From an optimization exercise on the open Yosys and OpenROAD flow, aimed at small area, a short achievable clock period and few clock cycles per item; shortcuts taken in it are not production practice.
Only the layout flow was run in this run; the RTL was not checked for function there.
No activity file was given, so power comes from the tool's default toggle rates.

$ cat run.sh
#!/bin/bash
# synth_recipe.tcl (not shown) runs the flow's synth.tcl, then flattens the netlist and writes it again
# the make line also repeats each setting of config.mk as NAME=value (left out here)
make -C /OpenROAD-flow-scripts/flow DESIGN_CONFIG=/design/flow/config.mk WORK_HOME=/design/flow/orfs CLKGATE_MAP_FILE= SYNTH_SCRIPT=/design/flow/synth_recipe.tcl finish
$ cat config.mk
export PLATFORM = sky130hd
export DESIGN_NAME = mips_rtype_core
export DESIGN_NICKNAME = mips_rtype_core
export VERILOG_FILES = /design/flow/design.v
export SDC_FILE = /design/flow/constraint.sdc
export NUM_CORES = 4
export LEC_CHECK = 0
export CAP_MARGIN = 20
export CORE_MARGIN = 2
export CORE_UTILIZATION = 40
export SLEW_MARGIN = 20
$ cat constraint.sdc
create_clock -name core_clock -period 8.0 [get_ports {clk}]
set_input_delay 1.6000 -clock core_clock [delete_from_list [all_inputs] [get_ports {clk}]]
set_output_delay 1.6000 -clock core_clock [all_outputs]
set_load 0.01 [all_outputs]
$ cat design.v
`timescale 1ns / 1ps
module ALU_unit( ctrl_sig,in1,in2,result,clk);
    input clk;
    input [3:0] ctrl_sig;
    input signed [31:0] in1;
    input signed [31:0] in2;
    output reg signed [31:0] result;
    always@(posedge clk)
        case(ctrl_sig)
            4'b0001: result<=in1 + in2;
            4'b0010: result<=in1 - in2;
            4'b0011: result<=in1 << in2[4:0];
            4'b0100:    begin
                            if(in1[31]==0 && in2[31]==0)
                                begin
                                    if(in1 < in2)
                                    result<=32'b1;
                                    else
                                    result<=32'b0;
                                end
                                else if(in1[31]==1 && in2[31]==0)
                                      result<=32'b1;
                                else if(in1[31]==0 && in2[31]==1)
                                      result<=32'b0;
                                 else if(in1[31]==1&&in2[31]==1)
                                    begin
                                    if(in1[30:0] > in2[30:0])
                                    result<=32'b1;
                                    else
                                    result<=32'b0;
                                    end
                         end
            4'b0101:  if(in1[31:0] < in2[31:0])
                        result<=32'b1;
                        else
                        result<=32'b0;
            4'b0110: result<=in1 ^ in2;
            4'b0111: result<=in1 >> in2[4:0];
            4'b1000: result<=in1 >>> in2[4:0];
            4'b1001: result<=in1 | in2;
            4'b1010: result<=in1 & in2;
        endcase
endmodule
`timescale 1ns / 1ps
module control_unit(instr,func,opcode,ctrl_sig);
    input [31:0] instr;
    input [2:0] func;
    input [6:0] opcode; 
    output reg [3:0] ctrl_sig;   
    always@(*)
        if( instr[31:25]==7'b0)
            case(func) 
                3'b000: ctrl_sig=4'b0001;
                3'b001: ctrl_sig=4'b0011;
                3'b010: ctrl_sig=4'b0100;
                3'b011: ctrl_sig=4'b0101;
                3'b100: ctrl_sig=4'b0110;
                3'b101: ctrl_sig=4'b0111;
                3'b110: ctrl_sig=4'b1001;
                3'b111: ctrl_sig=4'b1010;
                default:ctrl_sig=4'b0000;
             endcase
         else
            if( func==3'b000)
             ctrl_sig=4'b0010;
             else
             ctrl_sig=4'b1000;
endmodule
`timescale 1ns / 1ps
module reg_bank(rs1_addr,rs2_addr,rs1_data,rs2_data,rd_addr,rd_data,rd_we,clk);
input  clk;  	
input [4:0] rs1_addr;	
input [4:0] rs2_addr;	
output [31:0] rs1_data;	
output [31:0] rs2_data;	
input [4:0] rd_addr;	
input [31:0] rd_data;	
input rd_we;
 reg [31:0] Reg[0:31];
		assign rs1_data = Reg[rs1_addr];
		assign rs2_data = Reg[rs2_addr];
	always@ (posedge clk)
		begin
		 if (rd_we)
		   Reg[rd_addr] <= rd_data;
		end	
endmodule
`timescale 1ns / 1ps
module fetch_decode_unit(clk,rst,in_valid,in_load,in_instr,in_data,
                         instr,d_valid,d_load,d_data,opcode,rs1_addr,rs2_addr,rd_addr,func,f7);
    input clk;
    input rst;
    input in_valid;
    input in_load;
    input [31:0] in_instr;
    input [31:0] in_data;
    output reg [31:0] instr;
    output reg d_valid;
    output reg d_load;
    output reg [31:0] d_data;
    output reg [6:0] opcode;
    output reg [4:0] rs1_addr;
    output reg [4:0] rs2_addr;
    output reg [4:0] rd_addr;
    output reg [2:0] func;
    output reg [6:0] f7;
     reg f_valid;
     reg f_load;
     reg [31:0] f_data;
     always@(posedge clk)
     begin
      if (rst)
        f_valid <= 1'b0;
      else
        f_valid <= in_valid;
      f_load <= in_load;
      instr <= in_instr;
      f_data <= in_data;
     end
 always@(posedge clk)
 begin
    if (rst)
      d_valid <= 1'b0;
    else
      d_valid <= f_valid;
    d_load <= f_load;
    d_data <= f_data;
    opcode <= instr[6:0];
	rs1_addr <= instr[19:15];
	rs2_addr <= instr[24:20];
	rd_addr <= instr[11:7];
	func <= instr[14:12];
	f7 <= instr[31:25];
 end
endmodule
`timescale 1ns / 1ps
module mips_rtype_core(clk,rst,in_valid,in_ready,in_load,in_instr,in_data,
                       out_valid,out_rd,out_data);
    input clk;
    input rst;
    input in_valid;
    output in_ready;
    input in_load;
    input [31:0] in_instr;
    input [31:0] in_data;
    output out_valid;
    output [4:0] out_rd;
    output [31:0] out_data;
    wire [31:0] instr;
    wire d_valid;
    wire d_load;
    wire [31:0] d_data;
    wire [6:0] opcode;
    wire [4:0] rs1_addr;
    wire [4:0] rs2_addr;
    wire [4:0] rd_addr;
    wire [2:0] func;
    wire [6:0] f7;
    wire [3:0] ctrl_sig;
    wire [31:0] rs1_data;
    wire [31:0] rs2_data;
    wire [31:0] rd_data;
    reg e_valid;
    reg [4:0] e_rd;
    fetch_decode_unit IF_ID(clk,rst,in_valid,in_load,in_instr,in_data,
                            instr,d_valid,d_load,d_data,opcode,rs1_addr,rs2_addr,rd_addr,func,f7);
    control_unit IC({f7,25'b0},func,opcode,ctrl_sig);
    reg_bank Register(rs1_addr,rs2_addr,rs1_data,rs2_data,e_rd,rd_data,e_valid,clk);
    wire [31:0] op1 = (e_valid && e_rd == rs1_addr) ? rd_data : rs1_data;
    wire [31:0] op2 = (e_valid && e_rd == rs2_addr) ? rd_data : rs2_data;
    wire [31:0] alu_in1 = d_load ? d_data : op1;
    wire [31:0] alu_in2 = d_load ? 32'b0 : op2;
    wire [3:0] alu_ctrl = d_load ? 4'b0001 : ctrl_sig;
    ALU_unit IE(alu_ctrl,alu_in1,alu_in2,rd_data,clk);
    always@(posedge clk)
    begin
      if (rst)
        e_valid <= 1'b0;
      else
        e_valid <= d_valid;
      e_rd <= rd_addr;
    end
    assign in_ready = 1'b1;
    assign out_valid = e_valid;
    assign out_rd = e_rd;
    assign out_data = rd_data;
endmodule
==> run summary <==
==> power by group <==
part           switching, W  total (W)  internal (W)  leakage, nW
logic               0.00199    0.00295      0.000964         11.1
registers         0.0000921    0.00734       0.00725         10.6
clock network       0.00254    0.00576       0.00322         1.97
total               0.00462     0.0161        0.0114         23.7
==> area by class of cell <==
type / instances / area [um2]
multi-input combinational: 2493 / 24900
timing repair buffer: 327 / 2960
tap: 2016 / 2520
clock inverter: 78 / 739
fill: 13200 / 81100
inverter: 109 / 422
clock buffer: 149 / 3320
sequential: 1184 / 34300
==> through the flow <==
stage / utilization [%] / hold WS, ps
floorplan: - / 310
global placement: 43.3 / 311
detailed placement: 43.3 / 312
CTS: 46.0 / 323
global route: 46.0 / 329
finish: 46.0 / 322
==> sequential cells by signal, indices dropped and copies added, names as in the netlist, named ones only <==
register        flops
IF_ID.d_load        1
IF_ID.f7            7
e_valid             1
IF_ID.d_data       32
IF_ID.instr        25
IF_ID.func          3
IF_ID.rd_addr       5
IF_ID.rs2_addr      5
IF_ID.f_valid       1
IF_ID.f_data       32
IF_ID.d_valid       1
Register.Reg     1024
IE.result          32
IF_ID.rs1_addr      5
e_rd                5
IF_ID.f_load        1
==> worst reg2reg max path, cell delays in order (launching register included) <==
cell and delay (ps):
dfxtp_2 890, xnor2_1 180, and4_1 360, a21oi_1 620, buf_4 460, nand4_1 650, o311ai_0 480, inv_1 190
ha_1 460, or3_1 410, nand2b_1 270, nor2_1 190, nand3_1 260, o22a_1 320, o21ai_0 350, o41ai_1 130
o41ai_1 370, o211ai_1 210
==> path summary, 6_finish.rpt <==
kind	from	slack, ps	cells past startpoint	end
setup reg to reg	IF_ID.rs1_addr[4]	870	17	IE.result[30]
hold reg to reg	IF_ID.f_data[7]	320	0	IF_ID.d_data[7]
setup / recovery	IF_ID.rs1_addr[4]	870	17	IE.result[30]
hold / removal	IF_ID.f_data[7]	320	0	IF_ID.d_data[7]
==> cells in the final DEF (no fill, tap or decap), types with 100 or more instances in the layout <==
cell,count
nand2_1,142
ha_1,104
mux4_2,419
clkbuf_16,128
mux2i_1,400
nand3_1,100
o21ai_0,116
nor2_1,176
a21oi_1,140
inv_1,101
dfxtp_1,119
a22oi_1,127
buf_4,208
edfxtp_1,1056
==> cells by family (layout without fill, tap and decap cells) <==
group / after synthesis / after routing
simple gates: 688 / 688
fa+ha+maj: 106 / 106
other cells: 1 / 1
compound gates: 801 / 801
mux: 853 / 853
buf+inv: 416 / 663
flops: 1184 / 1184
xor+xnor: 44 / 44
==> layer usage <==
metal  up-vias  part of all wire, %  global-route usage, %
met5         -                0.015                      0
met4         6                  4.9                   11.7
met3       536                   11                   6.18
met2      2597                   47                   44.4
met1     21300                   38                   36.4
li1      16900                    -                      -
==> results.ini <==
[synth]
synth-compound-area-share_pct = 9.07
syn_area_um2 = 60700
yosysWarnings = 5
synthXorXnorAreaFrac_pct = 0.635
ys_ff_latch = 1184
synth_top_area_share_pct = 52.2
synthTopCellsByArea = edfxtp_1 52%, mux4_2 16%, mux2i_1 6.6%, dfxtp_1 4.2%, ha_1 2.1%
synth_seq_area_share_pct = 56.5
synth_fp_nets = 4267
synth_ff_type = edfxtp_1
synth_cells = 4093
synth_top_area_cell = edfxtp_1
synth_cell_types = 102
synthSimpleGateAreaFrac_pct = 5.54
synth_mux_area_share_pct = 23.0
syn_area_per_cell_um2 = 14.8
synthAdderAreaFrac_pct = 2.21
synth_most_common_cell = edfxtp_1
synth-async-reset-ratio_pct = 0
synthTopCellsByCount = 1056 x edfxtp_1, 419 x mux4_2, 400 x mux2i_1, 210 x nor2_1, 150 x clkbuf_1
synth_edf_count = 1056
synth_top_family_by_area = multiplexers

[timing]
worstMarginPinSlew_ps = 1210
period_share_pct = 89.2
timing.slew.headroom_pct = 18.7
fin_crit_ps = 7130
fmax_mhz = 140
slew_violations = 0
setup_viol = 0
rsz0062_at_grt = false
hold_violations = 0
finalSetupTns_ps = 0
clock_skew_ps = 86.9
fin_ws_ps = 866

[placement]
post-dp-hpwl_um = 144000
port_buffers = 98
pre_cts_ws_ps = 1200
placed_cell_area_um2 = 65100
gp_congestion = 0.997
dp.cells = 6126

[detailed_routing]
drc = 0
viasPerCell = 6.51
wl_per_cell_um = 34.6
postRouteAntennaNets = 0
drt_iter0_drc = 6063
drt_first_pass_iters = 6
dr_total_vias = 41400
wl_um = 220000

[layout]
drive_above_1_share_pct = 22.0
synthToLayoutAreaGrowth_pct = 14.0
antenna_cells = 0
final_nets = 4410
stdcell_area_um2 = 69200
fin_cells = 6356

[global_routing]
grt_pass1_wl_um = 306000
antenna_found_initial = 10
grt_pass1_vias = 40500
grt_use_total_pct = 27.7
grt_max_degree = 82
overflow = 0

[worst_setup_path]
cp.buffers_inverters = 2
crit_fanout = 29
crit_type = register to register
max_stage_delay_ps = 890
endpoint_kind = register
cp_cell_sequence = xnor2_1 > and4_1 > a21oi_1 > buf_4 > nand4_1 > o311ai_0 > inv_1 > ha_1 > or3_1 > nand2b_1 > nor2_1 > nand3_1 > o22a_1 > o21ai_0 > o41ai_1 > o41ai_1 > o211ai_1
critPathSlowestCell = dfxtp_2
crit_path_frequent_cell = o41ai_1
start_kind = register
required_ps = 8410
worstPathArrival_ps = 7550
critical_path.top_delay_family = compound AO/OA/AOI/OAI gates

[clocking]
cts_buffers = 121
cts-root-buf = clkbuf_16
cts.sinks = 1184
cts.clk_slew.worst_paths_ps = 70
htree_levels = 3
cts_max_path_buffers = 3
hold_buffers = 0
cts_setup_buffers = 0
insertion_delay_ps = 790
cts.repair.resized = 0
cts_tree = yes

[floorplan]
io_pins = 107
row_count = 142
dieWidth_um = 394
die_area_um2 = 155000
start_util_pct = 40.4
core-area_um2 = 150000
die_height_um = 394

[hold_path]
holdCritPathClass = register to register

[power]
leakagePower_nw = 23.7
ir_drop_uv = 183
powerDensity_nw_per_um2 = 232
p_total_w = 0.0161

[flow_run]
cap_violations = 0

[run_status]
status = finished clean

## port drivers added, routing unchanged
No port has a modelled driver above. Below, the same layout with a new extraction and two added sets of constraints.
Step 1: set_driving_cell puts a clkbuf_16 on clk and a buf_2 on each other input, an assumption about the parent block.
Step 2 also shifts input and output timing later by t, the mid clock arrival at the registers, as if the neighbouring blocks saw the same clock.
a / b / c = ideal / step 1 / step 2; a / b = the first two.
t, ns: 0.819
setup WS [ns]: 0.866 / 0.866 / 0.866
hold slack, ns: 0.322 / 0.322 / 0.322
worst setup path at the end: register to register
worst slew at a driven data input, ns: 0.08
After both steps setup and hold are still met in this run. The setup slack of this run moves by 0.000 ns with the drivers and by 0.000 ns with both steps.
